This is an optimization exercise on Yosys and OpenROAD, whose aim is a short achievable clock period and few clock cycles, not a production implementation. In this exercise RTL edits were held to simulation tests only and were not proved equivalent to the original. Power figures rest on the tool's default switching activity, not on a simulated workload.

[flow/config.mk]
export PLATFORM = sky130hd
export DESIGN_NAME = cpu
export DESIGN_NICKNAME = cpu
export VERILOG_FILES = /design/flow/design.v
export SDC_FILE = /design/flow/constraint.sdc
export NUM_CORES = 8
export LEC_CHECK = 0
export ABC_CLOCK_PERIOD_IN_PS = 2400
export CAP_MARGIN = 20
export CORE_MARGIN = 2
export CORE_UTILIZATION = 40
export PLACE_DENSITY = 0.5
export SETUP_SLACK_MARGIN = 4.3
export SLEW_MARGIN = 20
[flow/constraint.sdc]
create_clock -name core_clock -period 6.7 [get_ports {clk}]
set_input_delay 1.3400 -clock core_clock [delete_from_list [all_inputs] [get_ports {clk}]]
set_output_delay 1.3400 -clock core_clock [all_outputs]
set_load 0.01 [all_outputs]
[flow/design.v]
module alu_module (
    input  [9:0]  alu_sel,      
    input         alu_arith,    
    input  [31:0] alu_input_a,  
    input  [31:0] alu_input_b,
    input  [31:0] alu_other_a,  
    input  [31:0] alu_other_b,
    input  [31:0] alu_link,     
    input         alu_lt,       
    input         alu_ltu,      
    input         alu_gate_a,   
    input         alu_gate_b,   
    output [31:0] alu_output_result,
    output [31:0] alu_result_a,
    output [31:0] alu_result_b
);
    wire [31:0] sum = alu_input_a + alu_input_b;
    wire [31:0] dif = alu_input_a - alu_input_b;
    wire [31:0] sll = alu_other_a << alu_other_b[4:0];
    wire [31:0] srl = $signed({alu_arith & alu_other_a[31], alu_other_a}) >>> alu_other_b[4:0];
    wire [9:0] sel_a = alu_sel & {10{alu_gate_a}};
    wire [9:0] sel_b = alu_sel & {10{alu_gate_b}};
    assign alu_result_a =
          ({32{sel_a[0]}} & sum)
        | ({32{sel_a[1]}} & sll)
        | ({32{sel_a[2]}} & srl)
        | ({32{sel_a[3]}} & (alu_other_a ^ alu_other_b))
        | ({32{sel_a[4]}} & (alu_other_a | alu_other_b))
        | ({32{sel_a[5]}} & (alu_other_a & alu_other_b))
        | {31'b0, sel_a[6] & alu_lt}
        | {31'b0, sel_a[7] & alu_ltu}
        | ({32{sel_a[8]}} & alu_link)
        | ({32{sel_a[9]}} & dif);
    assign alu_result_b =
          ({32{sel_b[0]}} & sum)
        | ({32{sel_b[1]}} & sll)
        | ({32{sel_b[2]}} & srl)
        | ({32{sel_b[3]}} & (alu_other_a ^ alu_other_b))
        | ({32{sel_b[4]}} & (alu_other_a | alu_other_b))
        | ({32{sel_b[5]}} & (alu_other_a & alu_other_b))
        | {31'b0, sel_b[6] & alu_lt}
        | {31'b0, sel_b[7] & alu_ltu}
        | ({32{sel_b[8]}} & alu_link)
        | ({32{sel_b[9]}} & dif);
    assign alu_output_result =
          ({32{alu_sel[0]}} & sum)
        | ({32{alu_sel[1]}} & sll)
        | ({32{alu_sel[2]}} & srl)
        | ({32{alu_sel[3]}} & (alu_other_a ^ alu_other_b))
        | ({32{alu_sel[4]}} & (alu_other_a | alu_other_b))
        | ({32{alu_sel[5]}} & (alu_other_a & alu_other_b))
        | {31'b0, alu_sel[6] & alu_lt}
        | {31'b0, alu_sel[7] & alu_ltu}
        | ({32{alu_sel[8]}} & alu_link)
        | ({32{alu_sel[9]}} & dif);
endmodule
module compare_unit (
    input  [31:0] a,
    input  [31:0] b,
    output        eq,
    output        lt,
    output        ltu
);
    wire [31:0] e0 = {1'b1, ~(a[30:0] ^ b[30:0])};
    wire [31:0] l0 = {1'b0, ~a[30:0] & b[30:0]};
    wire [15:0] e1, l1;
    wire [7:0]  e2, l2;
    wire [3:0]  e3, l3;
    wire [1:0]  e4, l4;
    genvar i;
    generate
        for (i = 0; i < 16; i = i + 1) begin : t1
            assign e1[i] = e0[2*i+1] & e0[2*i];
            assign l1[i] = l0[2*i+1] | (e0[2*i+1] & l0[2*i]);
        end
        for (i = 0; i < 8; i = i + 1) begin : t2
            assign e2[i] = e1[2*i+1] & e1[2*i];
            assign l2[i] = l1[2*i+1] | (e1[2*i+1] & l1[2*i]);
        end
        for (i = 0; i < 4; i = i + 1) begin : t3
            assign e3[i] = e2[2*i+1] & e2[2*i];
            assign l3[i] = l2[2*i+1] | (e2[2*i+1] & l2[2*i]);
        end
        for (i = 0; i < 2; i = i + 1) begin : t4
            assign e4[i] = e3[2*i+1] & e3[2*i];
            assign l4[i] = l3[2*i+1] | (e3[2*i+1] & l3[2*i]);
        end
    endgenerate
    wire e_lo = e4[1] & e4[0];                        
    wire l_lo = l4[1] | (e4[1] & l4[0]);             
    wire e_hi = ~(a[31] ^ b[31]);
    assign eq  = e_hi & e_lo;
    assign ltu = (~a[31] & b[31]) | (e_hi & l_lo);
    assign lt  = (a[31] & ~b[31]) | (e_hi & l_lo);
endmodule
module register_file (
    input clk,
    input wire [4:0] read_reg1,
    input wire [4:0] read_reg2,
    input wire [4:0] write_reg,
    input wire write_enable,
    input wire [31:0] write_data,
    output reg [31:0] read_data1,
    output reg [31:0] read_data2
);
    reg [31:0] registers [1:31];
    genvar g;
    generate
        for (g = 1; g < 32; g = g + 1) begin : gr
            always @(posedge clk)
                if (write_enable && write_reg == g)
                    registers[g] <= write_data;
        end
    endgenerate
    integer i;
    always @(*) begin
        read_data1 = 32'b0;
        read_data2 = 32'b0;
        for (i = 1; i < 32; i = i + 1) begin
            read_data1 = read_data1 | ({32{read_reg1 == i}} & registers[i]);
            read_data2 = read_data2 | ({32{read_reg2 == i}} & registers[i]);
        end
    end
endmodule
module cpu (
    input         clk,
    input         reset_n,
    input         mmu_mem_ready,
    input [31:0]  mmu_data_out,
    output        mmu_write_enable,
    output        mmu_read_enable,
    output        mmu_mem_signed_read,
    output [ 1:0] mmu_mem_data_width,
    output [31:0] mmu_address,
    output [31:0] mmu_data_in,
    output wire [31:0] uart_data,
    output        rf_write_enable,
    output [ 4:0] rf_write_reg,
    output [31:0] rf_write_data
);
    assign mmu_write_enable = 1'b0;
    assign mmu_read_enable = 1'b1;
    assign mmu_mem_signed_read = 1'b0;
    assign mmu_mem_data_width = 2'b11;
    assign mmu_data_in = 32'b0;
    localparam NB = 16;         
    reg  [7:0] f_idx;           
    reg        f_first;         
    reg  [7:0] o_addr;          
    reg        d_valid;
    reg  [7:0] d_idx;
    reg        d_hit;           
    reg  [1:0] d_ctr;
    reg        e_valid;
    reg        j_mis;           
    reg  [7:0] j_tgt;           
    reg  [7:0] e_idx;
    reg  [21:0] e_hi;           
    reg  [21:0] e_hi_inc;       
    reg         hq_v;           
    reg  [21:0] hq_jalr, hq_tgt, hq_seq;
    reg         hq_jr, hq_tk;
    reg  [31:0] e_a, e_b, e_imm;
    reg  [31:0] e_an, e_bn;     
    reg  [4:0] e_rd;
    reg        e_writes;
    reg        e_const;         
    reg        e_csmall;        
    reg  [4:0] e_lreg;          
    reg  [3:0] initv [1:31];    
    reg  [31:1] initv_ok;
    reg  [9:0] e_cimm;          
    reg  [9:0] e_sel;
    reg        e_arith;
    reg        e_is_br, e_is_jal, e_is_jalr, e_ret;
    reg        e_c_eq, e_c_lt, e_c_ltu, e_inv;    
    reg        e_x1, e_x0;      
    reg  [7:0] e_tgt, e_r1, e_r0, e_pn, e_seq;
    reg        e_c10;           
    reg        e_cseq;          
    reg        e_hit;
    reg  [1:0] e_ctr;
    reg        w_we_n;
    reg  [4:0] w_rd_n;
    reg [31:0] w_res_n;
    reg        o_we;
    reg  [4:0] o_rd;
    reg [31:0] o_res;
    reg [31:0] uart_q;
    reg  [7:0] ras;             
    reg        u_v;             
    reg  [7:0] u_idx, u_tgt;
    reg        u_ret, u_br, u_hit, u_tk, u_back;
    reg  [1:0] u_ctr;
    reg  [NB-1:0] btb_v;
    reg  [7:0] btb_tag [0:NB-1];
    reg  [NB-1:0] btb_ret;
    reg  [1:0] btb_ctr [0:NB-1];
    reg  [3:0] btb_iter [0:NB-1];   
    reg  [3:0] btb_trip [0:NB-1];   
    reg  [7:0] btb_nxt [0:NB-1];    
    reg  [3:0] btb_ptr;             
    wire       w_we = ~w_we_n;
    wire [4:0] w_rd = ~w_rd_n;
    wire [31:0] w_res = ~w_res_n;
    assign mmu_address = {22'b0, o_addr, 2'b00};
    assign rf_write_enable = o_we;
    assign rf_write_reg = o_rd;
    assign rf_write_data = o_res;
    assign uart_data = uart_q;
    wire [NB-1:0] f_m;
    wire [NB-1:0] d_m;          
    reg  [NB-1:0] e_m;          
    reg  [NB-1:0] u_en;         
    reg        u_alloc;         
    reg  [7:0] f_nxt;
    reg  [1:0] f_ctr;
    genvar gi;
    generate
        for (gi = 0; gi < NB; gi = gi + 1) begin : bm
            assign f_m[gi] = btb_v[gi] && btb_tag[gi] == f_idx;
            assign d_m[gi] = btb_v[gi] && btb_tag[gi] == d_idx;
        end
    endgenerate
    integer k;
    always @(*) begin
        f_nxt = 8'd0;
        f_ctr = 2'd0;
        for (k = 0; k < NB; k = k + 1) begin
            f_nxt = f_nxt | ({8{f_m[k]}} & btb_nxt[k]);
            f_ctr = f_ctr | ({2{f_m[k]}} & btb_ctr[k]);
        end
    end
    wire f_hit = |f_m;
    wire f_ret = |(f_m & btb_ret);
    wire [7:0] f_pred = !f_hit ? f_idx + 8'd1 : f_ret ? ras : f_nxt;
    wire [31:0] ir = mmu_data_out;
    wire [6:0] opc = ir[6:0];
    wire [2:0] f3 = ir[14:12];
    wire d_is_op   = opc == 7'b0110011;
    wire d_is_opi  = opc == 7'b0010011;
    wire d_is_br   = opc == 7'b1100011;
    wire d_is_jal  = opc == 7'b1101111;
    wire d_is_jalr = opc == 7'b1100111;
    wire [4:0] d_rd  = ir[11:7];
    wire [4:0] d_rs1 = ir[19:15];
    wire [4:0] d_rs2 = ir[24:20];
    wire d_alu = d_is_op | d_is_opi;
    wire d_writes = (d_alu | d_is_jal | d_is_jalr) && d_rd != 5'd0;
    wire [31:0] imm_i = {{20{ir[31]}}, ir[31:20]};
    wire [31:0] imm_b = {{20{ir[31]}}, ir[7], ir[30:25], ir[11:8], 1'b0};
    wire [31:0] imm_j = {{12{ir[31]}}, ir[19:12], ir[20], ir[30:21], 1'b0};
    wire [31:0] res, res_a, res_b;
    wire ev = e_valid & !j_mis;     
    wire e_wr = ev & e_writes;
    wire [31:0] rf1, rf2;
    register_file regfile (
        .clk(clk),
        .read_reg1(d_rs1),
        .read_reg2(d_rs2),
        .write_reg(w_rd),
        .write_enable(w_we),
        .write_data(w_res),
        .read_data1(rf1),
        .read_data2(rf2)
    );
    wire byp1 = e_wr && e_rd == d_rs1;
    wire byp2 = e_wr && e_rd == d_rs2 && !d_is_opi;
    wire byp1_w = w_we && w_rd == d_rs1;
    wire byp2_w = w_we && w_rd == d_rs2;
    wire [31:0] rf1w = byp1_w ? w_res : rf1;
    wire [31:0] rf2w = byp2_w ? w_res : rf2;
    wire [31:0] d_a = res_a | ({32{!byp1}} & rf1w);
    wire [31:0] d_b = res_b | ({32{!byp2 && !d_is_opi}} & rf2w) | ({32{d_is_opi}} & imm_i);
    wire [7:0] d_seq = d_idx + 8'd1;
    wire [7:0] delta = f_idx - d_idx;
    wire [8:0] d_tgt_b = {1'b0, d_idx} + {1'b0, imm_b[9:2]};
    wire [8:0] d_tgt_j = {1'b0, d_idx} + {1'b0, imm_j[9:2]};
    wire [7:0] d_tgt = d_is_jal ? d_tgt_j[7:0] : d_tgt_b[7:0];
    wire [7:0] d_off = d_is_jal ? imm_j[9:2] : imm_b[9:2];
    wire d_ret = d_is_jalr && d_rs1 == 5'd1;
    wire d_redir_t = !d_hit && (d_is_jal || (d_is_br && ir[31]));
    wire [9:0] d_csum = e_cimm + imm_i[9:0];
    wire d_cj = !d_hit && d_is_jalr && !d_ret && ev && e_const && e_rd == d_rs1;
    wire [7:0] d_rtgt = d_ret ? ras : d_csum[9:2];
    wire d_redir_r = !d_hit && d_ret || d_cj;
    wire d_redir = d_valid && (d_redir_t || d_redir_r);
    wire d_tgt_ok = d_redir_t || (!d_redir_r && delta == d_off);
    wire d_seq_ok = d_redir_t ? (d_off == 8'd1) : d_redir_r ? (d_rtgt == d_seq) : (delta == 8'd1);
    wire [7:0] d_pn = d_redir_r ? d_rtgt : f_idx;    
    wire d_inv = f3[0];         
    wire [21:0] d_imm_hi = d_is_jal ? imm_j[31:10] : imm_b[31:10];
    wire d_c10 = d_is_jal ? d_tgt_j[8] : d_tgt_b[8];
    wire d_hi_t = !((d_imm_hi == 22'd0 && !d_c10) || (d_imm_hi == 22'h3fffff && d_c10));
    wire d_hi_s = d_idx == 8'hff;
    wire d_bad_t = !d_tgt_ok || d_hi_t;     
    wire d_bad_s = !d_seq_ok || d_hi_s;     
    wire [9:0] d_sel;
    assign d_sel[0] = (d_is_op && f3 == 3'b000 && !ir[30]) || (d_is_opi && f3 == 3'b000);
    assign d_sel[1] = d_alu && f3 == 3'b001;
    assign d_sel[2] = d_alu && f3 == 3'b101;
    assign d_sel[3] = d_alu && f3 == 3'b100;
    assign d_sel[4] = d_alu && f3 == 3'b110;
    assign d_sel[5] = d_alu && f3 == 3'b111;
    assign d_sel[6] = d_alu && f3 == 3'b010;
    assign d_sel[7] = d_alu && f3 == 3'b011;
    assign d_sel[8] = d_is_jal || d_is_jalr;
    assign d_sel[9] = d_is_op && f3 == 3'b000 && ir[30];
    wire eq, lt, ltu;
    compare_unit cmp (.a(e_a), .b(e_b), .eq(eq), .lt(lt), .ltu(ltu));
    wire [21:0] hi_seq = e_cseq ? e_hi_inc : e_hi;
    wire [21:0] hi_tgt = e_hi + e_imm[31:10] + {21'b0, e_c10};
    wire [31:0] link = {hi_seq, e_seq, 2'b00};
    alu_module alu (
        .alu_sel(e_sel),
        .alu_arith(e_arith),
        .alu_input_a(e_a),
        .alu_input_b(e_b),
        .alu_other_a(~e_an),
        .alu_other_b(~e_bn),
        .alu_link(link),
        .alu_lt(lt),
        .alu_ltu(ltu),
        .alu_gate_a(byp1),
        .alu_gate_b(byp2),
        .alu_output_result(res),
        .alu_result_a(res_a),
        .alu_result_b(res_b)
    );
    wire cond = (e_c_eq & eq) | (e_c_lt & lt) | (e_c_ltu & ltu);
    wire taken = (e_is_br & (cond ^ e_inv)) | e_is_jal;
    wire [31:0] jalr_t = e_a + e_imm;
    wire [7:0] jalr_idx = jalr_t[9:2];
    wire [9:0] ja = e_a[9:0], jb = e_imm[9:0];
    wire [9:0] jk = {e_pn, 2'b00};
    wire jc2 = (ja[1] & jb[1]) | ((ja[1] ^ jb[1]) & ja[0] & jb[0]);
    wire [9:3] jc = (ja[8:2] & jb[8:2]) | ((ja[8:2] ^ jb[8:2]) & ~jk[8:2]);
    wire jalr_ok_lo = ((ja[9:2] ^ jb[9:2] ^ jk[9:2]) == {jc, jc2});
    wire [31:10] ha_ = e_a[31:10], hb_ = e_imm[31:10], hk_ = e_hi;
    wire [31:11] hc = (ha_[30:10] & hb_[30:10]) | ((ha_[30:10] ^ hb_[30:10]) & ~hk_[30:10]);
    wire hi_rest = ((ha_[31:11] ^ hb_[31:11] ^ hk_[31:11]) == hc);
    wire [10:0] lo_sum = {1'b0, ja} + {1'b0, jb};
    wire hi_b10 = ha_[10] ^ hb_[10] ^ hk_[10];
    wire jalr_ok = jalr_ok_lo && hi_rest && (hi_b10 == lo_sum[10]);
    wire jm = ev && e_is_jalr && !jalr_ok;
    wire e_mis = ev && (cond ? e_x1 : e_x0);
    wire d_ok = d_valid && !e_mis && !j_mis;
    wire e_ctl = ev && (e_is_br || e_is_jal || e_is_jalr);    
    wire [1:0] ctr_inc = (u_ctr == 2'd3) ? 2'd3 : u_ctr + 2'd1;
    wire [1:0] ctr_dec = (u_ctr == 2'd0) ? 2'd0 : u_ctr - 2'd1;
    wire [1:0] ctr_new = !u_br ? 2'd3 : !u_hit ? (u_tk ? 2'd3 : 2'd1) : (u_tk ? ctr_inc : ctr_dec);
    reg  [3:0] d_iter_cur, d_trip_cur;      
    reg  [3:0] e_iter_cur, e_trip_cur;
    always @(*) begin
        d_iter_cur = 4'd0;
        d_trip_cur = 4'd0;
        for (k = 0; k < NB; k = k + 1) begin
            d_iter_cur = d_iter_cur | ({4{d_m[k]}} & btb_iter[k]);
            d_trip_cur = d_trip_cur | ({4{d_m[k]}} & btb_trip[k]);
        end
    end
    wire e_alloc = e_m == {NB{1'b0}};
    wire [3:0] e_iter_inc = (e_iter_cur == 4'hf) ? 4'hf : e_iter_cur + 4'd1;
    wire [3:0] e_iter_t = e_alloc ? 4'd1 : e_iter_inc;
    wire [3:0] e_seed = (e_lreg != 5'd0 && initv_ok[e_lreg]) ? initv[e_lreg] : 4'd0;
    wire [3:0] e_trip_t = e_alloc ? e_seed : e_trip_cur;
    wire [3:0] e_trip_n = e_alloc ? 4'd1 : (e_iter_cur == 4'hf) ? 4'd0 : e_iter_inc;
    wire e_lv_t = e_imm[31] && e_trip_t != 4'd0;            
    wire e_lv_n = e_imm[31] && e_trip_n != 4'd0;
    wire e_lt_t = ({1'b0, e_iter_t} + 5'd1) < {1'b0, e_trip_t};    
    wire e_lt_n = 4'd1 < e_trip_n;
    reg  [3:0] u_iter_t, u_trip_t, u_trip_n;
    reg        u_lv_t, u_lv_n, u_lt_t, u_lt_n;
    reg  [7:0] u_seq;
    wire [3:0] iter_new = u_tk ? u_iter_t : 4'd0;
    wire [3:0] trip_new = u_tk ? u_trip_t : u_trip_n;
    wire lv = u_tk ? u_lv_t : u_lv_n;
    wire lt_ = u_tk ? u_lt_t : u_lt_n;
    wire pred_tk = !u_br || (lv ? lt_ : ctr_new[1]);
    wire [7:0] nxt_new = pred_tk ? u_tgt : u_seq;
    wire [7:0] f_other = (d_valid && d_redir_t) ? d_tgt : (d_valid && d_redir_r) ? d_rtgt : f_pred;
    wire mis1 = ev && e_x1, mis0 = ev && e_x0;
    wire m1 = mis1 || f_first || j_mis;
    wire m0 = mis0 || f_first || j_mis;
    wire [7:0] r1 = j_mis ? j_tgt : f_first ? 8'd1 : e_r1;
    wire [7:0] r0 = j_mis ? j_tgt : f_first ? 8'd1 : e_r0;
    wire [7:0] f1 = m1 ? r1 : f_other;
    wire [7:0] f0 = m0 ? r0 : f_other;
    wire [7:0] f_next = cond ? f1 : f0;
    wire dv1 = !mis1 && !d_redir && !j_mis, dv0 = !mis0 && !d_redir && !j_mis;
    wire d_valid_next = cond ? dv1 : dv0;
    wire e_valid_next = cond ? (!mis1 && !j_mis && d_valid) : (!mis0 && !j_mis && d_valid);
    always @(posedge clk, negedge reset_n) begin
        if (!reset_n) begin
            f_first <= 1'b1;
            o_addr <= 8'd0;
            d_valid <= 1'b0;
            e_valid <= 1'b0;
            j_mis <= 1'b0;
            o_we <= 1'b0;
            w_we_n <= 1'b1;
            e_hi <= 22'd0;
            e_hi_inc <= 22'd1;
            hq_v <= 1'b0;
            ras <= 8'd0;
            u_v <= 1'b0;
            btb_v <= {NB{1'b0}};
            btb_ptr <= 4'd0;
            initv_ok <= 31'd0;
            u_en <= {NB{1'b0}};
        end else begin
            f_first <= 1'b0;
            o_addr <= f_next;
            d_valid <= d_valid_next;
            e_valid <= e_valid_next;
            j_mis <= jm;
            o_we <= e_wr;
            w_we_n <= ~e_wr;
            hq_v <= e_mis || jm;
            if (hq_v) begin
                e_hi <= hq_jr ? hq_jalr : hq_tk ? hq_tgt : hq_seq;
                e_hi_inc <= (hq_jr ? hq_jalr : hq_tk ? hq_tgt : hq_seq) + 22'd1;
            end
            if (d_valid && (d_is_jal || d_is_jalr) && d_rd == 5'd1)
                ras <= d_seq;
            u_v <= e_ctl;
            if (e_wr && e_const)
                initv_ok[e_rd] <= e_csmall;
            if (e_ctl && e_m == {NB{1'b0}})
                btb_ptr <= btb_ptr + 4'd1;
            for (k = 0; k < NB; k = k + 1)
                if (u_en[k])
                    btb_v[k] <= 1'b1;
            u_en <= {NB{e_ctl}} & ((e_m == {NB{1'b0}}) ? ({{(NB-1){1'b0}}, 1'b1} << btb_ptr) : e_m);
        end
    end
    always @(posedge clk) begin
        f_idx <= f_next;
        d_idx <= f_first ? 8'd0 : f_idx;
        d_hit <= f_hit;
        d_ctr <= f_ctr;
        e_idx <= d_idx;
        e_a <= d_a;
        e_b <= d_b;
        e_an <= ~d_a;
        e_bn <= ~d_b;
        e_imm <= d_is_jal ? imm_j : d_is_br ? imm_b : imm_i;
        e_rd <= d_rd;
        e_writes <= d_writes;
        e_const <= d_is_opi && f3 == 3'b000 && d_rs1 == 5'd0;
        e_cimm <= imm_i[9:0];
        e_csmall <= imm_i[11:4] == 8'd0 && imm_i[3:0] != 4'd0;
        e_lreg <= (d_rs2 == 5'd0) ? d_rs1 : (d_rs1 == 5'd0) ? d_rs2 : 5'd0;
        if (e_wr && e_const && e_csmall)
            initv[e_rd] <= e_cimm[3:0];
        e_sel <= d_sel;
        e_arith <= ir[30];
        e_is_br <= d_is_br;
        e_is_jal <= d_is_jal;
        e_is_jalr <= d_is_jalr;
        e_ret <= d_ret;
        e_c_eq <= d_is_br && f3[2:1] == 2'b00;
        e_c_lt <= d_is_br && f3[2:1] == 2'b10;
        e_c_ltu <= d_is_br && f3[2:1] == 2'b11;
        e_inv <= d_inv;
        if (d_is_br) begin
            e_x1 <= d_inv ? d_bad_s : d_bad_t;
            e_x0 <= d_inv ? d_bad_t : d_bad_s;
            e_r1 <= d_inv ? d_seq : d_tgt;
            e_r0 <= d_inv ? d_tgt : d_seq;
        end else begin
            e_x1 <= d_is_jal ? d_bad_t : !d_is_jalr && d_bad_s;
            e_x0 <= d_is_jal ? d_bad_t : !d_is_jalr && d_bad_s;
            e_r1 <= d_is_jal ? d_tgt : d_seq;
            e_r0 <= d_is_jal ? d_tgt : d_seq;
        end
        e_tgt <= d_tgt;
        e_c10 <= d_c10;
        hq_jalr <= jalr_t[31:10];
        hq_tgt <= hi_tgt;
        hq_seq <= hi_seq;
        hq_jr <= e_is_jalr;
        hq_tk <= taken;
        e_seq <= d_seq;
        e_cseq <= d_idx == 8'hff;
        e_pn <= d_pn;
        e_hit <= d_hit;
        e_ctr <= d_ctr;
        w_rd_n <= ~e_rd;
        w_res_n <= ~res;
        o_rd <= e_rd;
        o_res <= res;
        if (o_we && o_rd == 5'd5)
            uart_q <= o_res;
        u_idx <= e_idx;
        u_alloc <= e_m == {NB{1'b0}};
        e_m <= d_m;
        e_iter_cur <= d_iter_cur;
        e_trip_cur <= d_trip_cur;
        u_iter_t <= e_iter_t;
        u_trip_t <= e_trip_t;
        u_trip_n <= e_trip_n;
        u_lv_t <= e_lv_t;
        u_lv_n <= e_lv_n;
        u_lt_t <= e_lt_t;
        u_lt_n <= e_lt_n;
        u_seq <= e_seq;
        u_ret <= e_ret;
        u_ctr <= e_ctr;
        u_hit <= e_hit;
        u_br <= e_is_br;
        u_tk <= taken;
        u_back <= e_imm[31];
        u_tgt <= e_is_jalr ? jalr_idx : e_tgt;
        j_tgt <= jalr_idx;
        for (k = 0; k < NB; k = k + 1) begin
            if (u_en[k]) begin
                btb_tag[k] <= u_idx;
                btb_ret[k] <= u_ret;
                btb_ctr[k] <= ctr_new;
                btb_nxt[k] <= nxt_new;
                btb_iter[k] <= iter_new;
                btb_trip[k] <= trip_new;
            end
        end
    end
endmodule
[flow/flow/run.sh]
#!/bin/bash
# Layout flow: the standard flow (standard.sh) with two changes in
# synthesis, both after the register mapping, which stays the standard flow's own:
#  - ABC maps the logic with flow/abc_map.script (delay-oriented standard-cell
#    mapping) in place of ORFS's abc_speed.script;
#  - flow/upsize.tcl sets the combinational cells of drive strength 0 and 1
#    to drive strength 2 (same function and pins), so that the weakest cells
#    do not drive the longer wires.
# Every later step of the layout is the standard flow's own. Each tool's output goes to
# the ORFS logs under orfs/logs; make's own output goes to own_flow.log.
set -euo pipefail
W=$(pwd)
F=$W/flow
tail -n 1 "$W/synth_recipe.tcl" | grep -q '^write_verilog'
{
  echo 'proc abc {args} {'
  echo '  set i [lsearch $args -script]'
  echo "  if {\$i >= 0} { lset args [expr {\$i+1}] {$F/abc_map.script} }"
  echo '  yosys abc {*}$args'
  echo '}'
  head -n -1 "$W/synth_recipe.tcl"
  echo "source {$F/upsize.tcl}"
  tail -n 1 "$W/synth_recipe.tcl"
} > "$W/own_synth.tcl"
sed "s#SYNTH_SCRIPT=[^ ]*#SYNTH_SCRIPT=$W/own_synth.tcl#" "$W/standard.sh" > "$W/own_standard.sh"
grep -q "SYNTH_SCRIPT=$W/own_synth.tcl" "$W/own_standard.sh"
bash "$W/own_standard.sh" > "$W/own_flow.log" 2>&1
[flow/flow/abc_map.script]
strash
dch -f
map -B 0.9
topo
[flow/flow/upsize.tcl]
chtype -set sky130_fd_sc_hd__a2111o_2 t:sky130_fd_sc_hd__a2111o_1
chtype -set sky130_fd_sc_hd__a2111oi_2 t:sky130_fd_sc_hd__a2111oi_0
chtype -set sky130_fd_sc_hd__a2111oi_2 t:sky130_fd_sc_hd__a2111oi_1
chtype -set sky130_fd_sc_hd__a211o_2 t:sky130_fd_sc_hd__a211o_1
chtype -set sky130_fd_sc_hd__a211oi_2 t:sky130_fd_sc_hd__a211oi_1
chtype -set sky130_fd_sc_hd__a21bo_2 t:sky130_fd_sc_hd__a21bo_1
chtype -set sky130_fd_sc_hd__a21boi_2 t:sky130_fd_sc_hd__a21boi_0
chtype -set sky130_fd_sc_hd__a21boi_2 t:sky130_fd_sc_hd__a21boi_1
chtype -set sky130_fd_sc_hd__a21o_2 t:sky130_fd_sc_hd__a21o_1
chtype -set sky130_fd_sc_hd__a21oi_2 t:sky130_fd_sc_hd__a21oi_1
chtype -set sky130_fd_sc_hd__a221o_2 t:sky130_fd_sc_hd__a221o_1
chtype -set sky130_fd_sc_hd__a221oi_2 t:sky130_fd_sc_hd__a221oi_1
chtype -set sky130_fd_sc_hd__a22o_2 t:sky130_fd_sc_hd__a22o_1
chtype -set sky130_fd_sc_hd__a22oi_2 t:sky130_fd_sc_hd__a22oi_1
chtype -set sky130_fd_sc_hd__a2bb2o_2 t:sky130_fd_sc_hd__a2bb2o_1
chtype -set sky130_fd_sc_hd__a2bb2oi_2 t:sky130_fd_sc_hd__a2bb2oi_1
chtype -set sky130_fd_sc_hd__a311o_2 t:sky130_fd_sc_hd__a311o_1
chtype -set sky130_fd_sc_hd__a311oi_2 t:sky130_fd_sc_hd__a311oi_1
chtype -set sky130_fd_sc_hd__a31o_2 t:sky130_fd_sc_hd__a31o_1
chtype -set sky130_fd_sc_hd__a31oi_2 t:sky130_fd_sc_hd__a31oi_1
chtype -set sky130_fd_sc_hd__a32o_2 t:sky130_fd_sc_hd__a32o_1
chtype -set sky130_fd_sc_hd__a32oi_2 t:sky130_fd_sc_hd__a32oi_1
chtype -set sky130_fd_sc_hd__a41o_2 t:sky130_fd_sc_hd__a41o_1
chtype -set sky130_fd_sc_hd__a41oi_2 t:sky130_fd_sc_hd__a41oi_1
chtype -set sky130_fd_sc_hd__and2_2 t:sky130_fd_sc_hd__and2_0
chtype -set sky130_fd_sc_hd__and2_2 t:sky130_fd_sc_hd__and2_1
chtype -set sky130_fd_sc_hd__and2b_2 t:sky130_fd_sc_hd__and2b_1
chtype -set sky130_fd_sc_hd__and3_2 t:sky130_fd_sc_hd__and3_1
chtype -set sky130_fd_sc_hd__and3b_2 t:sky130_fd_sc_hd__and3b_1
chtype -set sky130_fd_sc_hd__and4_2 t:sky130_fd_sc_hd__and4_1
chtype -set sky130_fd_sc_hd__and4b_2 t:sky130_fd_sc_hd__and4b_1
chtype -set sky130_fd_sc_hd__and4bb_2 t:sky130_fd_sc_hd__and4bb_1
chtype -set sky130_fd_sc_hd__fa_2 t:sky130_fd_sc_hd__fa_1
chtype -set sky130_fd_sc_hd__ha_2 t:sky130_fd_sc_hd__ha_1
chtype -set sky130_fd_sc_hd__maj3_2 t:sky130_fd_sc_hd__maj3_1
chtype -set sky130_fd_sc_hd__mux2_2 t:sky130_fd_sc_hd__mux2_1
chtype -set sky130_fd_sc_hd__mux4_2 t:sky130_fd_sc_hd__mux4_1
chtype -set sky130_fd_sc_hd__nand2_2 t:sky130_fd_sc_hd__nand2_1
chtype -set sky130_fd_sc_hd__nand2b_2 t:sky130_fd_sc_hd__nand2b_1
chtype -set sky130_fd_sc_hd__nand3_2 t:sky130_fd_sc_hd__nand3_1
chtype -set sky130_fd_sc_hd__nand3b_2 t:sky130_fd_sc_hd__nand3b_1
chtype -set sky130_fd_sc_hd__nand4_2 t:sky130_fd_sc_hd__nand4_1
chtype -set sky130_fd_sc_hd__nand4b_2 t:sky130_fd_sc_hd__nand4b_1
chtype -set sky130_fd_sc_hd__nand4bb_2 t:sky130_fd_sc_hd__nand4bb_1
chtype -set sky130_fd_sc_hd__nor2_2 t:sky130_fd_sc_hd__nor2_1
chtype -set sky130_fd_sc_hd__nor2b_2 t:sky130_fd_sc_hd__nor2b_1
chtype -set sky130_fd_sc_hd__nor3_2 t:sky130_fd_sc_hd__nor3_1
chtype -set sky130_fd_sc_hd__nor3b_2 t:sky130_fd_sc_hd__nor3b_1
chtype -set sky130_fd_sc_hd__nor4_2 t:sky130_fd_sc_hd__nor4_1
chtype -set sky130_fd_sc_hd__nor4b_2 t:sky130_fd_sc_hd__nor4b_1
chtype -set sky130_fd_sc_hd__nor4bb_2 t:sky130_fd_sc_hd__nor4bb_1
chtype -set sky130_fd_sc_hd__o2111a_2 t:sky130_fd_sc_hd__o2111a_1
chtype -set sky130_fd_sc_hd__o2111ai_2 t:sky130_fd_sc_hd__o2111ai_1
chtype -set sky130_fd_sc_hd__o211a_2 t:sky130_fd_sc_hd__o211a_1
chtype -set sky130_fd_sc_hd__o211ai_2 t:sky130_fd_sc_hd__o211ai_1
chtype -set sky130_fd_sc_hd__o21a_2 t:sky130_fd_sc_hd__o21a_1
chtype -set sky130_fd_sc_hd__o21ai_2 t:sky130_fd_sc_hd__o21ai_0
chtype -set sky130_fd_sc_hd__o21ai_2 t:sky130_fd_sc_hd__o21ai_1
chtype -set sky130_fd_sc_hd__o21ba_2 t:sky130_fd_sc_hd__o21ba_1
chtype -set sky130_fd_sc_hd__o21bai_2 t:sky130_fd_sc_hd__o21bai_1
chtype -set sky130_fd_sc_hd__o221a_2 t:sky130_fd_sc_hd__o221a_1
chtype -set sky130_fd_sc_hd__o221ai_2 t:sky130_fd_sc_hd__o221ai_1
chtype -set sky130_fd_sc_hd__o22a_2 t:sky130_fd_sc_hd__o22a_1
chtype -set sky130_fd_sc_hd__o22ai_2 t:sky130_fd_sc_hd__o22ai_1
chtype -set sky130_fd_sc_hd__o2bb2a_2 t:sky130_fd_sc_hd__o2bb2a_1
chtype -set sky130_fd_sc_hd__o2bb2ai_2 t:sky130_fd_sc_hd__o2bb2ai_1
chtype -set sky130_fd_sc_hd__o311a_2 t:sky130_fd_sc_hd__o311a_1
chtype -set sky130_fd_sc_hd__o311ai_2 t:sky130_fd_sc_hd__o311ai_0
chtype -set sky130_fd_sc_hd__o311ai_2 t:sky130_fd_sc_hd__o311ai_1
chtype -set sky130_fd_sc_hd__o31a_2 t:sky130_fd_sc_hd__o31a_1
chtype -set sky130_fd_sc_hd__o31ai_2 t:sky130_fd_sc_hd__o31ai_1
chtype -set sky130_fd_sc_hd__o32a_2 t:sky130_fd_sc_hd__o32a_1
chtype -set sky130_fd_sc_hd__o32ai_2 t:sky130_fd_sc_hd__o32ai_1
chtype -set sky130_fd_sc_hd__o41a_2 t:sky130_fd_sc_hd__o41a_1
chtype -set sky130_fd_sc_hd__o41ai_2 t:sky130_fd_sc_hd__o41ai_1
chtype -set sky130_fd_sc_hd__or2_2 t:sky130_fd_sc_hd__or2_0
chtype -set sky130_fd_sc_hd__or2_2 t:sky130_fd_sc_hd__or2_1
chtype -set sky130_fd_sc_hd__or2b_2 t:sky130_fd_sc_hd__or2b_1
chtype -set sky130_fd_sc_hd__or3_2 t:sky130_fd_sc_hd__or3_1
chtype -set sky130_fd_sc_hd__or3b_2 t:sky130_fd_sc_hd__or3b_1
chtype -set sky130_fd_sc_hd__or4_2 t:sky130_fd_sc_hd__or4_1
chtype -set sky130_fd_sc_hd__or4b_2 t:sky130_fd_sc_hd__or4b_1
chtype -set sky130_fd_sc_hd__or4bb_2 t:sky130_fd_sc_hd__or4bb_1
chtype -set sky130_fd_sc_hd__sedfxbp_2 t:sky130_fd_sc_hd__sedfxbp_1
chtype -set sky130_fd_sc_hd__sedfxtp_2 t:sky130_fd_sc_hd__sedfxtp_1
chtype -set sky130_fd_sc_hd__xnor2_2 t:sky130_fd_sc_hd__xnor2_1
chtype -set sky130_fd_sc_hd__xnor3_2 t:sky130_fd_sc_hd__xnor3_1
chtype -set sky130_fd_sc_hd__xor2_2 t:sky130_fd_sc_hd__xor2_1
chtype -set sky130_fd_sc_hd__xor3_2 t:sky130_fd_sc_hd__xor3_1
[flow/standard.sh]
#!/bin/bash
# synth_recipe.tcl (not shown) runs the flow's synth.tcl, then flattens the netlist and writes it again
# the make line also repeats each setting of config.mk as NAME=value (left out here)
make -C /OpenROAD-flow-scripts/flow DESIGN_CONFIG=/design/flow/config.mk WORK_HOME=/design/flow/orfs CLKGATE_MAP_FILE= SYNTH_SCRIPT=/design/flow/synth_recipe.tcl "${@:-finish}"
==> impl_metrics.tcl, run 1 <==
set metrics [dict create \
    swShare_pct 36.0 \
    leakage_nw 65.4 \
    p_comb_share_pct 34.2 \
    cts_tree "built" \
    cp.required_ns 7.57 \
    gp_congestion 0.936 \
    setup_violations 0 \
    finalCriticalPeriod_ns 3.26 \
    clock_sinks 2192 \
    synthCells 11000 \
    core_um2 327000 \
    wirelength_um 590000 \
    vias 99100 \
    grt_pass1_vias 97000 \
    setup_slack_ns 3.44 \
    grt_pass1_wl_um 796000 \
    area_delta_synth_final_pct 35.9 \
    yosys_warnings 8 \
    hold_violations 0 \
    wl_per_cell_um 33.4 \
    die_area_um2 333000 \
    vias_per_cell 5.61 \
    pre_cts_slack_ns 0.749 \
    cp-start-kind "flip-flop" \
    drc_errors 0 \
    overflow 0 \
    start_util_pct 40.2 \
    cp.arrival_ns 4.14 \
    p_total_mw 47.4 \
    dp.cells 15800 \
    dr.pass1.iters 6 \
    status "no timing/DRC/antenna violations" \
    ir_drop_mv 0.191 \
    power_density_nw_per_um2 266 \
    p_sw_mw 17.1 \
    port_buffers 111 \
    worst_pin_slew_ns 1.07 \
    dp_hpwl_um 372000 \
    critical_path_class "reg -> reg" \
    clkLatencyLatePin_ns 0.96 \
    p_int_mw 30.3 \
    io-pin-count 174 \
    min_path_type "reg -> reg" \
    cts_root_buffer "clkbuf_16" \
    rsz0062_at_grt "yes" \
    final_area_um2 178000 \
    finalHoldWorstSlack_ns 0.326 \
    grt_start_max_net_pins 73 \
    cts.path.max_buffers 4 \
    critPathCaptureType "flip-flop" \
    clock.fmax_mhz 307 \
    final_util_pct 54.6 \
    antenna_found_initial 22 \
    htree_levels 5 \
    dieWidth_um 577 \
    cts-hold-fix-buffers 0 \
    final_layout_size_suffix_gt1_share_pct 75.3 \
    mappedNetlistArea_um2 131000 \
    fin_setup_tns_ns 0 \
    finalCritPeriodShare_pct 48.7 \
    final-max-slew-violation-count 0 \
    track_usage_pct 34.4 \
    placed_area_um2 142000 \
    synth.avg_cell_area_um2 11.9 \
    cts_made_buffers 270 \
    final_antenna_net_count 0 \
    fin_skew_ns 0.0929 \
    finalNetCount 13400 \
    rows 210 \
    die_height_um 577 \
    worstPathMaxFanout 9 \
    drtIter0Drc 9772 \
    pwr-share-clk_pct 31.6 \
    finalNonFillerCells 17700 \
    seqPwrFrac_pct 34.2 \
    relSlewSlack_pct 28.4 \
    path_clk_slew_ns 0.06 \
    cap_viol_max_count 0 \
]
[per-layer routing]
layer | routed length, µm | GRT usage (%) | up-vias | part of all wire (%)
met1 | 244000 | 46.3 | 50800 | 41
met4 | 34900 | 15.6 | 2 | 5.9
met3 | 45300 | 5.95 | 1240 | 7.7
met2 | 265000 | 54.2 | 4315 | 45
li1 | - | - | 42800 | -
met5 | 13 | 0 | - | 0.0022
[worst max-delay path: stages (launching register included)]
cell	delay (ns)
dfxtp_1	0.49
buf_6	0.32
nand2_2	0.09
nand2_2	0.14
nor2_4	0.07
buf_4	0.14
nand2_2	0.05
ha_2	0.21
inv_4	0.06
nor2_4	0.10
nand3_2	0.08
nor4_4	0.23
o21bai_2	0.11
nor3_4	0.21
nand2_4	0.06
buf_4	0.16
buf_4	0.13
nor4_4	0.26
nand3_2	0.13
a22oi_2	0.14
[layout by cell type, fill, tap and decap left out, types with 241 or more instances in the layout]
cell / count
o22ai_2: 252
o21ai_2: 613
dfxtp_1: 327
clkinv_1: 1097
buf_6: 297
a21oi_2: 349
buf_4: 970
nor2_2: 633
clkbuf_16: 288
nand2_4: 259
nor2_4: 241
buf_12: 296
nand3_2: 418
nand2_2: 2407
edfxtp_1: 1580
[path summary, 6_finish.rpt]
kind | to | slack [ns] | start | cells after the start
setup / recovery | initv_ok[31] | 3.44 | e_rd[3] | 19
hold / removal | e_ctr[1] | 0.33 | d_ctr[1] | 0
setup reg to reg | initv_ok[31] | 3.44 | e_rd[3] | 19
hold reg to reg | e_ctr[1] | 0.33 | d_ctr[1] | 0
max in group asynchronous | initv_ok[20] | 5.14 | reset_n | 2
min in group asynchronous | e_hi[15] | 0.42 | reset_n | 1
[power groups by stage]
stage | sequential (mW) | combinational, mW | clock [mW]
after floorplan | 16.5 | 8.50 | 0
after global placement | 16.4 | 12.3 | 0
after detailed placement | 16.4 | 12.4 | 0
after CTS | 16.2 | 15.3 | 15.2
after global routing | 16.2 | 17.0 | 15.7
final | 16.2 | 16.2 | 15.0
[flip-flops by register name (all words and copies together), names as in the netlist, 17 cells and up]
register and cells:
btb_nxt 128, hq_seq 22, e_an 32, initv_ok 31, hq_jalr 22, o_res 32, btb_trip 64, hq_tgt 22
e_bn 32, w_res_n 32, btb_tag 128, btb_iter 64, uart_q 32, initv 124, e_imm 17, e_hi_inc 22
btb_ctr 32, regfile.registers 992, e_a 32, e_b 32, e_hi 22
[layout make-up]
class / count / area [µm²]
Timing Repair inverter: 31 / 633
Fill cell: 27600 / 148000
Antenna cell: 7 / 17.5
Sequential cell: 2192 / 60800
Inverter: 1472 / 7920
Clock buffer: 376 / 7620
Tap cell: 4346 / 5440
Clock inverter: 107 / 1240
Timing Repair Buffer: 1740 / 19800
Multi-Input combinational cell: 7387 / 75000
[what timing repair did]
action / CTS / global route
pin swaps: 662 / 559
setup endpoints to repair: 1455 / 547
cloned: 69 / 9
gates resized for setup: 2559 / 630
setup buffers: 934 / 381
Testbench counts, summed over its fixed seeds: cycles 32,674.
==> run 2: changes to the inputs <==
--- a/flow/design.v
+++ b/flow/design.v
@@ -169,6 +169,9 @@
     reg  [4:0] e_lreg;          
     reg  [3:0] initv [1:31];    
     reg  [31:1] initv_ok;
+    reg        u_iw, u_ismall;  
+    reg  [4:0] u_ird;
+    reg  [3:0] u_ival;
     reg  [9:0] e_cimm;          
     reg  [9:0] e_sel;
     reg        e_arith;
@@ -407,6 +410,7 @@
             btb_v <= {NB{1'b0}};
             btb_ptr <= 4'd0;
             initv_ok <= 31'd0;
+            u_iw <= 1'b0;
             u_en <= {NB{1'b0}};
         end else begin
             f_first <= 1'b0;
@@ -424,8 +428,9 @@
             if (d_valid && (d_is_jal || d_is_jalr) && d_rd == 5'd1)
                 ras <= d_seq;
             u_v <= e_ctl;
-            if (e_wr && e_const)
-                initv_ok[e_rd] <= e_csmall;
+            u_iw <= e_wr && e_const;
+            if (u_iw)
+                initv_ok[u_ird] <= u_ismall;
             if (e_ctl && e_m == {NB{1'b0}})
                 btb_ptr <= btb_ptr + 4'd1;
             for (k = 0; k < NB; k = k + 1)
@@ -451,8 +456,11 @@
         e_cimm <= imm_i[9:0];
         e_csmall <= imm_i[11:4] == 8'd0 && imm_i[3:0] != 4'd0;
         e_lreg <= (d_rs2 == 5'd0) ? d_rs1 : (d_rs1 == 5'd0) ? d_rs2 : 5'd0;
-        if (e_wr && e_const && e_csmall)
-            initv[e_rd] <= e_cimm[3:0];
+        u_ird <= e_rd;
+        u_ival <= e_cimm[3:0];
+        u_ismall <= e_csmall;
+        if (u_iw && u_ismall)
+            initv[u_ird] <= u_ival;
         e_sel <= d_sel;
         e_arith <= ir[30];
         e_is_br <= d_is_br;
==> run 2 against run 1 <==
Against the previous run:
- still clean
- cell count fell by 0.50%
- combinational power about the same
- sequential power hardly changed
- via count shrank 1.6%
- flip-flop and latch count is 6 higher
- routed wire length increased by 1.4%
- critical path depth unchanged
- sequential share of layout area rose by 0.32 points
- worst hold slack worse by 0.0033 ns
- clock power about the same
- non-clock buffer count shrank 23
- first-iteration DRC count down 11%
- critical path type unchanged
==> impl_metrics.tcl, run 2 <==
set metrics [dict create \
    fin_skew_ns 0.0784 \
    largest_register_ffs 992 \
    die_height_um 576 \
    finalCritPeriodShare_pct 46.4 \
    vias 97600 \
    final_layout_size_suffix_gt1_share_pct 74.7 \
    start_util_pct 40.1 \
    clock.fmax_mhz 322 \
    layout_commonest_cell "nand2_2" \
    rows 210 \
    pwr-share-clk_pct 32.0 \
    grt_pass1_wl_um 802000 \
    finalNonFillerCells 17600 \
    synthCells 11000 \
    antenna_found_initial 17 \
    synth.avg_cell_area_um2 11.9 \
    min_path_type "reg -> reg" \
    cts_made_buffers 273 \
    r2r_start "o_rd[0]" \
    overflow 0 \
    worst_pin_slew_ns 1.17 \
    critPathCaptureType "flip-flop" \
    rrSetupSlack_ns 3.59 \
    cts_tree "built" \
    die_area_um2 332000 \
    hold_violations 0 \
    dr.pass1.iters 6 \
    fin_setup_tns_ns 0 \
    path_clk_slew_ns 0.06 \
    relSlewSlack_pct 21.8 \
    io-pin-count 174 \
    cap_viol_max_count 0 \
    drtIter0Drc 8726 \
    finalCriticalPeriod_ns 3.11 \
    track_usage_pct 34.9 \
    hold_depth 0 \
    critical_path_class "reg -> reg" \
    cts-hold-fix-buffers 0 \
    largestRegisters "regfile.registers x992, btb_nxt x128, btb_tag x128" \
    final_antenna_net_count 0 \
    seqPwrFrac_pct 34.5 \
    fillers 27700 \
    p_sw_mw 16.9 \
    vias_per_cell 5.55 \
    wl_per_cell_um 34.0 \
    swShare_pct 35.7 \
    leakage_nw 64.6 \
    rsz0062_at_grt "yes" \
    grt_start_max_net_pins 75 \
    grt_pass1_vias 96800 \
    final_util_pct 54.2 \
    worstPathMaxFanout 4 \
    ff2ff_path_depth 19 \
    status "no timing/DRC/antenna violations" \
    worstHoldStart "e_idx[5]" \
    mappedNetlistArea_um2 131000 \
    p_int_mw 30.4 \
    reg2reg_to "initv_ok[29]" \
    htree_levels 5 \
    final-max-slew-violation-count 0 \
    cts_root_buffer "clkbuf_16" \
    dieWidth_um 576 \
    port_buffers 111 \
    cp-start-kind "flip-flop" \
    clock_sinks 2198 \
    ir_drop_mv 0.202 \
    regMostFlops "regfile.registers" \
    cts.path.max_buffers 4 \
    drc_errors 0 \
    yosys_warnings 8 \
    final_cell_mix "2,342 x nand2_2, 1,580 x edfxtp_1, 1,155 x clkinv_1" \
    clkLatencyLatePin_ns 0.95 \
    gp_congestion 0.955 \
    wirelength_um 598000 \
    cp.required_ns 7.48 \
    cp-startpoint "o_rd[0]" \
    finalNetCount 13300 \
    area_delta_synth_final_pct 35.2 \
    power_density_nw_per_um2 267 \
    dp_hpwl_um 390000 \
    setup_violations 0 \
    dp.cells 15700 \
    p_comb_share_pct 33.5 \
    min_to "u_idx[5]" \
    core_um2 327000 \
    cp.arrival_ns 3.89 \
]
[run 2: cell count changes in the layout (fill, tap and decap cells not counted), sizes merged, moves of 22 or more]
cell | before | now
nand2 | 2725 | 2619
clkinv | 1452 | 1492
nand3 | 540 | 563
nor2 | 874 | 851
o221ai | 63 | 41
o22ai | 286 | 308
[run 2: layer usage]
metal  global-route usage [%]  up-vias  wire [µm]
met1                     43.7    49800     237000
met5                        0        -         75
met2                     56.2     3861     274000
met4                     22.4       12      50100
met3                     5.41     1373      37200
li1                         -    42500          -
[run 2: critical path, stage by stage (launching register included)]
cell and delay [ns]:
dfxtp_4 0.39, clkinv_8 0.07, buf_4 0.14, nand3_4 0.12
xor2_4 0.23, nor2_4 0.09, buf_4 0.14, buf_4 0.13
nand2_2 0.05, ha_2 0.24, nand4_2 0.11, nor3_2 0.21
o21bai_2 0.11, nor3_4 0.20, nand2_2 0.14, nor2_4 0.21
buf_6 0.13, nand2_2 0.05, mux2i_1 0.17, clkinv_1 0.09
[run 2: power groups by stage]
stage          Combinational, mW  Sequential (mW)  Clock (mW)
2_1_floorplan               8.06             16.5           0
3_3_place_gp                11.7             16.6           0
3_5_place_dp                11.8             16.6           0
4_1_cts                     14.6             16.3        15.3
5_1_grt                     16.6             16.4        15.8
6_report                    15.9             16.3        15.1
[run 2: worst max path at each step]
| stage | cells after the start | end | slack, ns |
|---|---|---|---|
| global placement | 14 | e_b[26] | 0.89 |
| floorplan | 11 | e_bn[12] | 1.58 |
| global route | 20 | initv_ok[4] | 3.45 |
| detailed placement | 14 | e_b[26] | 0.92 |
| CTS | 20 | initv_ok[20] | 3.49 |
| finish | 19 | initv_ok[29] | 3.59 |
[run 2: per-stage QoR]
step	hold slack (ns)	worst slack [ns]	power, mW	area, µm²
3_3_place_gp	0.311	0.894	28.3	141000
2_1_floorplan	0.310	1.58	24.5	133000
3_5_place_dp	0.312	0.921	28.4	141000
5_1_grt	0.328	3.45	48.8	177000
4_1_cts	0.322	3.49	46.2	170000
6_report	0.322	3.59	47.3	177000
[run 2: area by class of cell]
type	count	area (µm²)	share of cell area (%)
inverter	1494	7880	4.45
tap	4346	5440	3.07
timing repair buffer	1717	19400	11.0
antenna	6	15.0	0.00848
timing repair inverter	28	514	0.290
clock inverter	119	1200	0.676
clock buffer	372	7780	4.39
multi-input combinational	7289	73900	41.8
sequential	2198	60900	34.4
[run 2: timing repair]
item / CTS / global route
setup endpoints to repair: 1516 / 862
resized for setup: 2480 / 654
setup buffers: 937 / 360
pin swaps: 649 / 607
cloned: 48 / 13
Testbench counts of run 2, summed over its fixed seeds: cycles 32,674.
==> run 3: changes to the inputs <==
--- a/flow/design.v
+++ b/flow/design.v
@@ -170,7 +170,6 @@
     reg  [3:0] initv [1:31];    
     reg  [31:1] initv_ok;
     reg        u_iw, u_ismall;  
-    reg  [4:0] u_ird;
     reg  [3:0] u_ival;
     reg  [9:0] e_cimm;          
     reg  [9:0] e_sel;
@@ -366,7 +365,7 @@
     wire [3:0] e_iter_inc = (e_iter_cur == 4'hf) ? 4'hf : e_iter_cur + 4'd1;
     wire [3:0] e_iter_t = e_alloc ? 4'd1 : e_iter_inc;
     wire [3:0] e_seed = (e_lreg != 5'd0 && initv_ok[e_lreg]) ? initv[e_lreg] : 4'd0;
-    wire [3:0] e_trip_t = e_alloc ? e_seed : e_trip_cur;
+    wire [3:0] e_trip_t = e_alloc ? 4'd0 : e_trip_cur;    
     wire [3:0] e_trip_n = e_alloc ? 4'd1 : (e_iter_cur == 4'hf) ? 4'd0 : e_iter_inc;
     wire e_lv_t = e_imm[31] && e_trip_t != 4'd0;            
     wire e_lv_n = e_imm[31] && e_trip_n != 4'd0;
@@ -374,11 +373,15 @@
     wire e_lt_n = 4'd1 < e_trip_n;
     reg  [3:0] u_iter_t, u_trip_t, u_trip_n;
     reg        u_lv_t, u_lv_n, u_lt_t, u_lt_n;
+    reg  [3:0] u_seed;
+    wire [3:0] trip_t = u_alloc ? u_seed : u_trip_t;
+    wire lv_t = u_alloc ? (u_back && u_seed != 4'd0) : u_lv_t;
+    wire lt_t = u_alloc ? (u_seed > 4'd2) : u_lt_t;
     reg  [7:0] u_seq;
     wire [3:0] iter_new = u_tk ? u_iter_t : 4'd0;
-    wire [3:0] trip_new = u_tk ? u_trip_t : u_trip_n;
-    wire lv = u_tk ? u_lv_t : u_lv_n;
-    wire lt_ = u_tk ? u_lt_t : u_lt_n;
+    wire [3:0] trip_new = u_tk ? trip_t : u_trip_n;
+    wire lv = u_tk ? lv_t : u_lv_n;
+    wire lt_ = u_tk ? lt_t : u_lt_n;
     wire pred_tk = !u_br || (lv ? lt_ : ctr_new[1]);
     wire [7:0] nxt_new = pred_tk ? u_tgt : u_seq;
     wire [7:0] f_other = (d_valid && d_redir_t) ? d_tgt : (d_valid && d_redir_r) ? d_rtgt : f_pred;
@@ -429,8 +432,9 @@
                 ras <= d_seq;
             u_v <= e_ctl;
             u_iw <= e_wr && e_const;
-            if (u_iw)
-                initv_ok[u_ird] <= u_ismall;
+            for (k = 1; k < 32; k = k + 1)
+                if (u_iw && w_rd == k)
+                    initv_ok[k] <= u_ismall;
             if (e_ctl && e_m == {NB{1'b0}})
                 btb_ptr <= btb_ptr + 4'd1;
             for (k = 0; k < NB; k = k + 1)
@@ -456,11 +460,11 @@
         e_cimm <= imm_i[9:0];
         e_csmall <= imm_i[11:4] == 8'd0 && imm_i[3:0] != 4'd0;
         e_lreg <= (d_rs2 == 5'd0) ? d_rs1 : (d_rs1 == 5'd0) ? d_rs2 : 5'd0;
-        u_ird <= e_rd;
-        u_ival <= e_cimm[3:0];
+        u_ival <= e_cimm[3:0];      
         u_ismall <= e_csmall;
-        if (u_iw && u_ismall)
-            initv[u_ird] <= u_ival;
+        for (k = 1; k < 32; k = k + 1)
+            if (u_iw && u_ismall && w_rd == k)
+                initv[k] <= u_ival;
         e_sel <= d_sel;
         e_arith <= ir[30];
         e_is_br <= d_is_br;
@@ -511,6 +515,7 @@
         u_lv_t <= e_lv_t;
         u_lv_n <= e_lv_n;
         u_lt_t <= e_lt_t;
+        u_seed <= e_seed;
         u_lt_n <= e_lt_n;
         u_seq <= e_seq;
         u_ret <= e_ret;
==> run 3 against run 2 <==
Against the previous run:
- area after synthesis is 1.3% lower
- still clean on timing, DRC and antenna
- combinational power about the same
- clock skew down 0.0076 ns
- die area is 1.3% lower
- clock-buffer cell count fell by 3
- critical path depth is 18 lower
- critical endpoint is now uart_data[9]
- via count is 1.0% lower
- maximum frequency rose by 1.6%
- setup slack gained 0.049 ns
==> impl_metrics.tcl, run 3 <==
set metrics [dict create \
    power_density_nw_per_um2 270 \
    path_buf_inv 1 \
    wl_met2_um 260000 \
    gp_congestion 0.927 \
    relSlewSlack_pct 20.2 \
    vias 96600 \
    finalNetCount 12900 \
    placed_area_um2 140000 \
    wirelength_um 580000 \
    final-max-slew-violation-count 0 \
    path_clk_slew_ns 0.06 \
    worstSetupPathDepth 1 \
    finalCriticalPeriod_ns 3.06 \
    multi_input_area_um2 72700 \
    htree_levels 5 \
    layout_commonest_cell "nand2_2" \
    ir_drop_mv 0.328 \
    status "no timing/DRC/antenna violations" \
    cpMaxStageDelayCell "edfxtp_1" \
    clock.fmax_mhz 327 \
    path_cells "buf_6" \
    path_delay_family "flip-flops" \
    wl_per_cell_um 34.0 \
    register_area_um2 61000 \
    final_area_um2 176000 \
    highest_layer "met5" \
    ff2ff_path_depth 16 \
    worstPathMaxFanout 1 \
    critPathCaptureType "output pin" \
    clock_sinks 2204 \
    largestRegisters "regfile.registers x992, btb_nxt x128, btb_tag x128" \
    dieWidth_um 572 \
    final_layout_size_suffix_gt1_share_pct 74.4 \
    antenna_found_initial 22 \
    cp.arrival_ns 1.72 \
    cap_viol_max_count 0 \
    die_height_um 572 \
    slowest_delay_ns 0.57 \
    drtIter0Drc 9929 \
    track_usage_pct 34.6 \
    grt_pass1_vias 95800 \
    grt_start_max_net_pins 72 \
    cp-start-kind "flip-flop" \
    fin_setup_tns_ns 0 \
    clkLatencyLatePin_ns 0.97 \
    fillers 26800 \
    overflow 0 \
    die_area_um2 328000 \
    yosys_warnings 13 \
    synthCells 10500 \
    start_util_pct 40.2 \
    final_cell_mix "1,994 x nand2_2, 1,580 x edfxtp_1, 1,061 x clkinv_1" \
    setup_violations 0 \
    cts.path.max_buffers 4 \
    vias_per_cell 5.66 \
    critical_path_class "reg -> out" \
    wl_met3_um 44700 \
    final_util_pct 54.7 \
    finalHoldWorstSlack_ns 0.312 \
    finalCritPeriodShare_pct 45.6 \
    largest_register_ffs 992 \
    cts_tree "built" \
    leakage_nw 64.1 \
    final_antenna_net_count 0 \
    min_path_type "reg -> reg" \
    cp.required_ns 5.36 \
    drc_errors 0 \
    wl_met1_um 241000 \
    hold_depth 0 \
    synth.avg_cell_area_um2 12.3 \
    port_buffers 111 \
    grt_pass1_wl_um 787000 \
    hold_violations 0 \
    area_delta_synth_final_pct 35.9 \
    cts_root_buffer "clkbuf_16" \
    worst_pin_slew_ns 1.19 \
    fin_skew_ns 0.0708 \
    cts_made_buffers 270 \
    rsz0062_at_grt "yes" \
    dp_hpwl_um 363000 \
    mappedNetlistArea_um2 129000 \
    regMostFlops "regfile.registers" \
    rows 208 \
    core_um2 321000 \
    io-pin-count 174 \
    cts-hold-fix-buffers 0 \
    dr.pass1.iters 5 \
]
## run 3: timing repair
action / 4_1_cts / 5_1_grt
setup buffers: 999 / 318
gates cloned: 69 / 4
hold endpoints to repair: 0 / 0
pin swaps: 576 / 492
endpoints found under the setup margin: 1724 / 774
gates resized for setup: 2516 / 514
## run 3: area by class of cell
| class | count | share of cell area (%) |
|---|---|---|
| diodes | 8 | 0.0114 |
| clock buffers | 369 | 4.32 |
| clock inverters | 122 | 0.772 |
| inverters | 1417 | 4.37 |
| multi-input cells | 6915 | 41.4 |
| flip-flops and latches | 2204 | 34.7 |
| well taps | 4305 | 3.07 |
| repair buffers | 1716 | 11.2 |
| repair inverters | 19 | 0.203 |
## run 3: path summary, 6_finish.rpt
check	to	slack [ns]	start
max in group asynchronous	e_hi[19]	5.28	reset_n
min in group asynchronous	btb_v[12]	0.40	reset_n
min	u_ctr[0]	0.31	e_ctr[0]
max reg2reg	o_res[14]	3.74	e_b[0]
min reg2reg	u_ctr[0]	0.31	e_ctr[0]
max	uart_data[9]	3.64	uart_q[9]
## run 3: power breakdown
part	internal (mW)	switching (mW)	total (mW)	leakage, nW
logic	6.33	9.69	16.0	38.4
registers	15.4	0.872	16.3	21.3
clock network	8.81	6.38	15.2	4.39
total	30.5	16.9	47.5	64.1
## run 3: routing by layer
metal / GRT usage, % / vias to the layer above
met2: 54.1 / 4215
met3: 6.10 / 1295
met1: 46.4 / 49500
li1: - / 41600
met5: 0 / -
met4: 16.7 / 6
## run 3: stage by stage
step / power (mW) / instances / setup WS (ns)
3_3_place_gp: 28.1 / 15200 / 1.07
6_report: 47.5 / 17100 / 3.64
3_5_place_dp: 28.3 / 15200 / 1.07
4_1_cts: 46.6 / 16700 / 3.65
2_1_floorplan: 24.6 / 10600 / 1.61
5_1_grt: 48.9 / 17100 / 3.66
Testbench counts of run 3, summed over its fixed seeds: cycles 32,674.
==> run 4: changes to the inputs <==
--- a/flow/design.v
+++ b/flow/design.v
@@ -189,6 +189,7 @@
     reg  [4:0] o_rd;
     reg [31:0] o_res;
     reg [31:0] uart_q;
+    reg [31:0] x5_n;            
     reg  [7:0] ras;             
     reg        u_v;             
     reg  [7:0] u_idx, u_tgt;
@@ -502,8 +503,9 @@
         w_res_n <= ~res;
         o_rd <= e_rd;
         o_res <= res;
-        if (o_we && o_rd == 5'd5)
-            uart_q <= o_res;
+        uart_q <= (w_we && w_rd == 5'd5) ? w_res : ~x5_n;
+        if (w_we && w_rd == 5'd5)
+            x5_n <= ~w_res;
         u_idx <= e_idx;
         u_alloc <= e_m == {NB{1'b0}};
         e_m <= d_m;
==> run 4 against run 3 <==
Against the previous run:
- critical path depth rose by 14
- highest routed layer unchanged
- clock power barely moved
- register-to-register slack better by 0.12 ns
- cell count increased by 2.9%
- still clean
- largest power group unchanged
- sequential share of layout area up 0.10 points
- area after synthesis grew 1.8%
- utilization down 0.54 points
- clock-buffer cell count rose by 4
- maximum frequency grew 1.2%
- critical endpoint is now e_a[2]
- worst hold slack gained 0.0094 ns
==> impl_metrics.tcl, run 4 <==
set metrics [dict create \
    r2r_start "e_a[0]" \
    cp.arrival_ns 3.79 \
    yosys_warnings 13 \
    start_util_pct 40.2 \
    path_clk_slew_ns 0.06 \
    die_height_um 578 \
    largest_register_ffs 992 \
    core_um2 327000 \
    dr.pass1.iters 6 \
    die_area_um2 334000 \
    cts_root_buffer "clkbuf_16" \
    finalCriticalPeriod_ns 3.02 \
    critPathCaptureType "flip-flop" \
    htree_levels 5 \
    relSlewSlack_pct 14.7 \
    cp-start-kind "input pin" \
    grt_pass1_vias 97000 \
    finalNetCount 13300 \
    drtIter0Drc 9174 \
    port_buffers 111 \
    rsz0062_at_grt "yes" \
    status "no timing/DRC/antenna violations" \
    final_cell_mix "2,357 x nand2_2, 1,580 x edfxtp_1, 1,134 x clkinv_1" \
    critPathMostFrequentCell "buf_6" \
    dieWidth_um 578 \
    dp_hpwl_um 377000 \
    fillers 28000 \
    clock.fmax_mhz 331 \
    hold_violations 0 \
    pre_cts_slack_ns 0.708 \
    antenna_found_initial 30 \
    final_antenna_net_count 0 \
    wl_per_cell_um 33.6 \
    worstPathMaxFanout 7 \
    cts_made_buffers 275 \
    worst_pin_slew_ns 1.28 \
    fin_skew_ns 0.0711 \
    power_density_nw_per_um2 271 \
    final-max-slew-violation-count 0 \
    mappedNetlistArea_um2 132000 \
    cts_tree "built" \
    synth.avg_cell_area_um2 12.0 \
    cp.required_ns 7.47 \
    path_cells "buf_8 > buf_16 > buf_6 > nor2_4 > buf_6 > nand3_4 > buf_12 > clkinv_16 > buf_16 > buf_6 > buf_6 > a221oi_4 > nand4_4 > o221ai_4 > nand2_2" \
    io-pin-count 174 \
    wirelength_um 590000 \
    min_path_type "reg -> reg" \
    final_layout_size_suffix_gt1_share_pct 74.6 \
    track_usage_pct 34.5 \
    slowest_delay_ns 0.30 \
    cpMaxStageDelayCell "o221ai_4" \
    setup_violations 0 \
    fin_setup_tns_ns 0 \
    critical_path_class "in -> reg" \
    grt_start_max_net_pins 66 \
    leakage_nw 64.7 \
    layout_commonest_cell "nand2_2" \
    cp-startpoint "mmu_data_out[15]" \
    synthCells 11000 \
    vias_per_cell 5.59 \
    ir_drop_mv 0.232 \
    clkLatencyLatePin_ns 0.96 \
    grt_pass1_wl_um 798000 \
    drc_errors 0 \
    clock_sinks 2236 \
    vias 98200 \
    regMostFlops "regfile.registers" \
    area_delta_synth_final_pct 34.6 \
    finalCritPeriodShare_pct 45.1 \
    setup_slack_ns 3.68 \
    gp_congestion 0.937 \
    worstHoldStart "e_idx[1]" \
    cap_viol_max_count 0 \
    overflow 0 \
    largestRegisters "regfile.registers x992, btb_nxt x128, btb_tag x128" \
    rows 210 \
    cts.path.max_buffers 4 \
]
run 4: changes by cell type in the layout (fill, tap and decap cells not counted), sizes merged, moves of 16 or more:
cell	delta
nand2	+348
a22o	-36
clkinv	+39
nor2	+130
dfxtp	+32
a221oi	-45
nand3	+53
o22ai	+23
nand4	-43
o211ai	+16
xor2	-25
or2	-16
run 4: area by class of cell:
class | count | area (µm²) | share of cell area (%)
antenna | 14 | 35.0 | 0.0198
clock buffer | 373 | 7630 | 4.31
clock inverter | 126 | 1260 | 0.713
inverter | 1456 | 7510 | 4.24
multi-input combinational | 7293 | 73900 | 41.7
sequential | 2236 | 61700 | 34.8
tap | 4346 | 5440 | 3.07
timing repair buffer | 1708 | 19300 | 10.9
timing repair inverter | 19 | 374 | 0.211
run 4: final timing paths:
kind	slack, ns	cells after the start	end
setup / recovery	3.68	15	e_a[2]
hold / removal	0.32	0	u_idx[1]
setup reg to reg	3.86	19	e_an[28]
hold reg to reg	0.32	0	u_idx[1]
max in group asynchronous	4.70	2	initv_ok[8]
min in group asynchronous	0.38	1	e_hi[17]
run 4: per-layer routing:
metal | GRT usage [%] | part of all wire [%] | vias to the layer above
li1 | - | - | 42700
met1 | 45.9 | 41 | 50200
met2 | 54.9 | 45 | 4033
met3 | 4.64 | 6.7 | 1259
met4 | 17.8 | 6.5 | 2
met5 | 0 | 0.0012 | -
run 4: repair_timing:
action | 4_1_cts | 5_1_grt
resized for setup | 2483 | 593
buffers inserted | 852 | 372
setup endpoints to repair | 1727 | 727
hold buffers | 0 | 0
pin swaps | 579 | 535
gates cloned | 67 | 12
run 4: critical path: cells and delay by family:
family	cells	cell delay [ns]
AND/OR/NAND/NOR	4	0.52
AO/OA/AOI/OAI	2	0.58
buffers and inverters	9	1.22
run 4: per-stage QoR:
stage / power (mW) / hold slack, ns / cells / cell area (µm²) / utilization [%]
finish: 47.9 / 0.321 / 17600 / 177000 / 54.1
global route: 49.4 / 0.331 / 17600 / 177000 / 54.1
CTS: 47.1 / 0.324 / 17200 / 171000 / 52.2
detailed placement: 28.8 / 0.312 / 15800 / 142000 / 43.5
global placement: 28.7 / 0.310 / 15800 / 142000 / 43.5
floorplan: 25.0 / 0.310 / 11000 / 133000 / -
run 4: power breakdown:
part	internal [mW]	switching [mW]	total (mW)
logic	6.32	9.86	16.2
clock network	8.73	6.42	15.1
registers	15.6	1.00	16.6
Testbench counts of run 4, summed over its fixed seeds: cycles 32,674.

port drivers added, routing unchanged:
How much do the figures lean on ideal ports? The routed layouts below were timed once more, with nothing changed but the port constraints. Step 1: set_driving_cell puts a clkbuf_16 on clk and a buf_2 on each other input, an assumption about the parent block. Step 2, shift: input delay + t, output delay - t, t = (earliest + latest rising clock arrival at the registers) / 2. This alone moves slack from input paths to output paths. Slacks: ideal / step 1 / step 2; pairs: ideal / step 1.
run	t, ns	slack for setup (ns)	pins driven straight from the clock port
run 1	1.023	3.439 / 3.439 / 2.510	1
run 2	1.022	3.593 / 3.509 / 2.649	1
run 3	1.029	3.643 / 3.545 / 2.593	1
run 4	1.028	3.679 / 3.675 / 2.647	1
After both steps setup and hold are still met in every run listed. For run 3, which loses most, drivers alone change the setup slack by -0.098 ns; drivers and shift together by -1.050 ns.
